Context: an optimization exercise on an open-source flow, tuned for small area and a short achievable clock period. The choices shown serve that exercise and are no tape-out recipe. Only simulation tests tie the RTL to the original design; equivalence was not proved. No activity file was given, so power comes from the tool's default toggle rates.

## run 1
// vreg_xbar
module vreg_xbar (input clk,
                  input reset,
                  input [7:0] req_vld,
                  input [7:0] req_write,
                  input [63:0] req_len,
                  input [23:0] req_ptr,
                  input [47:0] req_addr,
                  input [255:0] req_data,
                  output [47:0] rd_addr,
                  output [7:0] wr_en,
                  output [47:0] wr_addr,
                  output [255:0] wr_data,
                  output [7:0] grant,
                  output [7:0] rsp_vld,
                  output [23:0] rsp_reg
                 );
   wire [63:0] mask;              
   wire [63:0] ugff;              
   reg  [63:0] t, nt_pre;         
   reg  [7:0]  nanym;             
   reg  [7:0]  win, ugw;
   reg  [63:0] dec;               
   always_comb begin
      for (int r = 0; r < 8; r++) begin
         for (int q = 0; q < 8; q++) begin
            dec[r*8+q] = req_vld[q] && (req_ptr[q*3 +: 3] == r);
            t[r*8+q] = dec[r*8+q] && mask[r*8+q];
         end
         nt_pre[r*8] = 1'b1;
         for (int q = 1; q < 8; q++)
            nt_pre[r*8+q] = nt_pre[r*8+q-1] && !t[r*8+q-1];
         nanym[r] = nt_pre[r*8+7] && !t[r*8+7];
      end
      for (int p = 0; p < 8; p++) begin
         win[p] = 1'b0;
         ugw[p] = 1'b0;
         for (int r = 0; r < 8; r++) begin
            win[p] = win[p] | (t[r*8+p] && nt_pre[r*8+p]);
            ugw[p] = ugw[p] | (ugff[r*8+p] && nanym[r]);
         end
      end
   end
   assign grant = win | ugw;
   wire [63:0] g;                 
   generate for (genvar r = 0; r < 8; r++) begin : arb
      reg  [7:0] req, reqc, mg, uf, sel, len_sel;
      reg        hit, anyg, match;
      reg  [6:0] nm;              
      reg  [7:0] c;               
      reg  [2:0] ug_idx;          
      reg        ug_v;
      reg  [2:0] ug_idx_d;
      reg  [5:0] addr_q;
      reg        wen_q;
      reg  [31:0] data_q;
      assign mask[r*8 +: 8] = {nm, 1'b0};
      always_comb begin
         for (int p = 0; p < 8; p++) begin
            req[p]  = dec[r*8+p];
            reqc[p] = req[p] && (req_len[p*8 +: 8] != 0);
            uf[p]   = ug_v && (ug_idx == p);
            mg[p]   = t[r*8+p] && nt_pre[r*8+p];
         end
         sel  = !nanym[r] ? mg : (uf & req);
  ...
Size in the first run: about 5100 cells after synthesis, roughly 520 flip-flops, ~810 I/O pins, roughly 0.042 sq mm of cells after synthesis.
Settings: LEC_CHECK=0, CAP_MARGIN=30, CELL_PAD_IN_SITES_DETAIL_PLACEMENT=1, CELL_PAD_IN_SITES_GLOBAL_PLACEMENT=2, CORE_MARGIN=2, CORE_UTILIZATION=30, CTS_BUF_LIST=sky130_fd_sc_hd__clkbuf_4, PLACE_DENSITY=0.4, SETUP_SLACK_MARGIN=4.0, SLEW_MARGIN=20, TNS_END_PERCENT=0; clock period 8.0 ns.
standard.sh (not shown) runs the stock make flow with config.mk's settings and CLKGATE_MAP_FILE= SYNTH_SCRIPT=/design/flow/synth_recipe.tcl, a recipe that flattens the netlist after the stock synthesis.
==> flow/flow/run.sh <==
#!/bin/bash
# Own layout flow: the standard ORFS flow (standard synthesis unchanged), with
#  - port buffers made from the smallest buffer cell instead of the resizer's default pick,
#  - clock tree built from clkbuf_4 in 8-sink clusters, without dummy balancing loads.
set -euo pipefail
export BUFFER_PORTS_ARGS="-buffer_cell sky130_fd_sc_hd__buf_1"
export CTS_ARGS="-sink_clustering_enable -repair_clock_nets -sink_clustering_size 8 -sink_clustering_max_diameter 40 -buf_list sky130_fd_sc_hd__clkbuf_4 -dont_use_dummy_load"
bash standard.sh > standard_flow.log 2>&1
Run 1 went all the way through synthesis, placement and routing and the layout is clean on timing, DRC and antenna.
The following lists how run 2 was set up differently from run 1:
- PLACE_DENSITY changed from 0.4 to 0.35
- CTS_BUF_LIST changed from sky130_fd_sc_hd__clkbuf_4 to sky130_fd_sc_hd__clkbuf_8
- CORE_UTILIZATION changed from 30 to 25
==> flow/flow/run.sh <==
#!/bin/bash
# Own layout flow: the standard ORFS flow (standard synthesis unchanged), with the
# port buffers made from the smallest buffer cell instead of the resizer's default pick.
set -euo pipefail
export BUFFER_PORTS_ARGS="-buffer_cell sky130_fd_sc_hd__buf_1"
bash standard.sh > standard_flow.log 2>&1
Results
- Number of clock-tree buffers in the layout grows by more than 10% when moving from run 1 to run 2.
- Half-perimeter wire length after placement in run 2 vs run 1: up about 9%
- In run 2, the met3 demand-to-capacity share in global routing came out 2.7 points below the value in run 1.
- Cell with the largest stage delay on the worst path: nor4_4 -> run 1, a31oi_4 -> run 2
- On count of buffers added by post-CTS timing repair for setup, the lower figure sits with run 2, not run 1.
- Run 2 vs. run 1: total via count after detailed routing saw a decrease; area of all placed cells without fillers now sits higher; post-detailed-routing wire length went up by about 8%.
- Run 2 ended with less share of the core filled with cells than run 1.
- | global-route total usage across every layer | higher: run 1 |
- For the setup slack of the worst register-to-register path, run 2 came in 0.10 ns lower than run 1 did.
- The post-layout worst setup margin of run 2 falls short of that of run 1 by 0.047 ns.
### run 2 -> run 3
- a change of CTS_BUF_LIST from sky130_fd_sc_hd__clkbuf_8 to sky130_fd_sc_hd__clkbuf_4
==> flow/flow/run.sh <==
#!/bin/bash
# Own layout flow: the standard ORFS flow (standard synthesis unchanged), with
#  - port buffers made from the smallest buffer cell instead of the resizer's default pick,
#  - clock tree built from clkbuf_4 in 8-sink clusters, without dummy balancing loads.
set -euo pipefail
export BUFFER_PORTS_ARGS="-buffer_cell sky130_fd_sc_hd__buf_1"
export CTS_ARGS="-sink_clustering_enable -repair_clock_nets -sink_clustering_size 8 -sink_clustering_max_diameter 40 -buf_list sky130_fd_sc_hd__clkbuf_4 -dont_use_dummy_load"
bash standard.sh > standard_flow.log 2>&1
## What came out
Run 2 → run 3: final instance area went down by 940 sq um, sequential group share of total power increased by 4.1 points relative to the old numbers.
Delta (run 3 minus run 2): number of non-clock buffers in the layout went up, number of violations reported at the end of detailed-routing iteration 0 went up, proportion of cell area occupied by multi-input gates went up.
The global-route wire length before repair of run 3 exceeds that of run 2 by 2000 um.
Power drawn by the combinational cells went up slightly going from run 2 to run 3.
Run 3 has more setup slack than run 2.
On run 3: clock distribution area overhead in the final layout is 2.6 points lower than what run 2 gave.
Internal power consumption ends up lower on run 3.
### run 3 -> run 4
- a change of CTS_BUF_LIST from sky130_fd_sc_hd__clkbuf_4 to sky130_fd_sc_hd__clkbuf_8
==> flow/flow/run.sh <==
#!/bin/bash
# Own layout flow: the standard ORFS flow (standard synthesis unchanged), with
#  - port buffers made from the smallest buffer cell instead of the resizer's default pick,
#  - clock tree built from clkbuf_8 in larger sink clusters, without dummy balancing loads.
set -euo pipefail
export BUFFER_PORTS_ARGS="-buffer_cell sky130_fd_sc_hd__buf_1"
export CTS_ARGS="-sink_clustering_enable -repair_clock_nets -sink_clustering_size 12 -sink_clustering_max_diameter 60 -buf_list sky130_fd_sc_hd__clkbuf_8 -dont_use_dummy_load"
bash standard.sh > standard_flow.log 2>&1
==> notes.md <==
Diff run 3 and run 4: global-route usage lower in run 4
Worst setup slack after layout essentially unchanged between run 4 and run 3.
Worst hold slack after final layout sits lower in run 4 than in run 3.
rsp_ff[19] as the termination of the worst setup path was reported by run 3, and grant[1] by run 4.
Compared run 4 against run 3; final period utilization within noise.
Measured against each other, run 3 and run 4 differ in layout buffer count excluding clock buffers, the higher figure coming from run 3.
There was hardly any difference in power attributed to sequential cells between run 4 and run 3.
Endpoint required time on the critical path: run 4 < run 3

## separate check: timing with driven ports
Ports are ideal in the flow. The routed layouts listed here were re-timed in OpenROAD. Step 1: set_driving_cell puts a clkbuf_16 on clk and a buf_2 on each other input, an assumption about the parent block. Step 2 also shifts input and output timing later by t, the mid clock arrival at the registers, as if the neighbouring blocks saw the same clock. a / b / c = ideal ports / drivers / drivers and shift; a / b = the first two.
run | shift t [ns] | slack for setup (ns) | clock arrival spread, ns
run 1 | 1.196 | 2.733 / 2.678 / 1.565 | 0.168 / 0.168
run 2 | 1.012 | 2.685 / 2.602 / 1.876 | 0.066 / 0.066
run 3 | 1.320 | 2.703 / 2.678 / 1.399 | 0.146 / 0.145
run 4 | 0.938 | 2.700 / 2.653 / 1.915 | 0.100 / 0.100
After both steps every run listed still meets setup and hold. For run 3, which loses most, drivers alone change the setup slack by -0.025 ns; drivers and shift together by -1.304 ns.
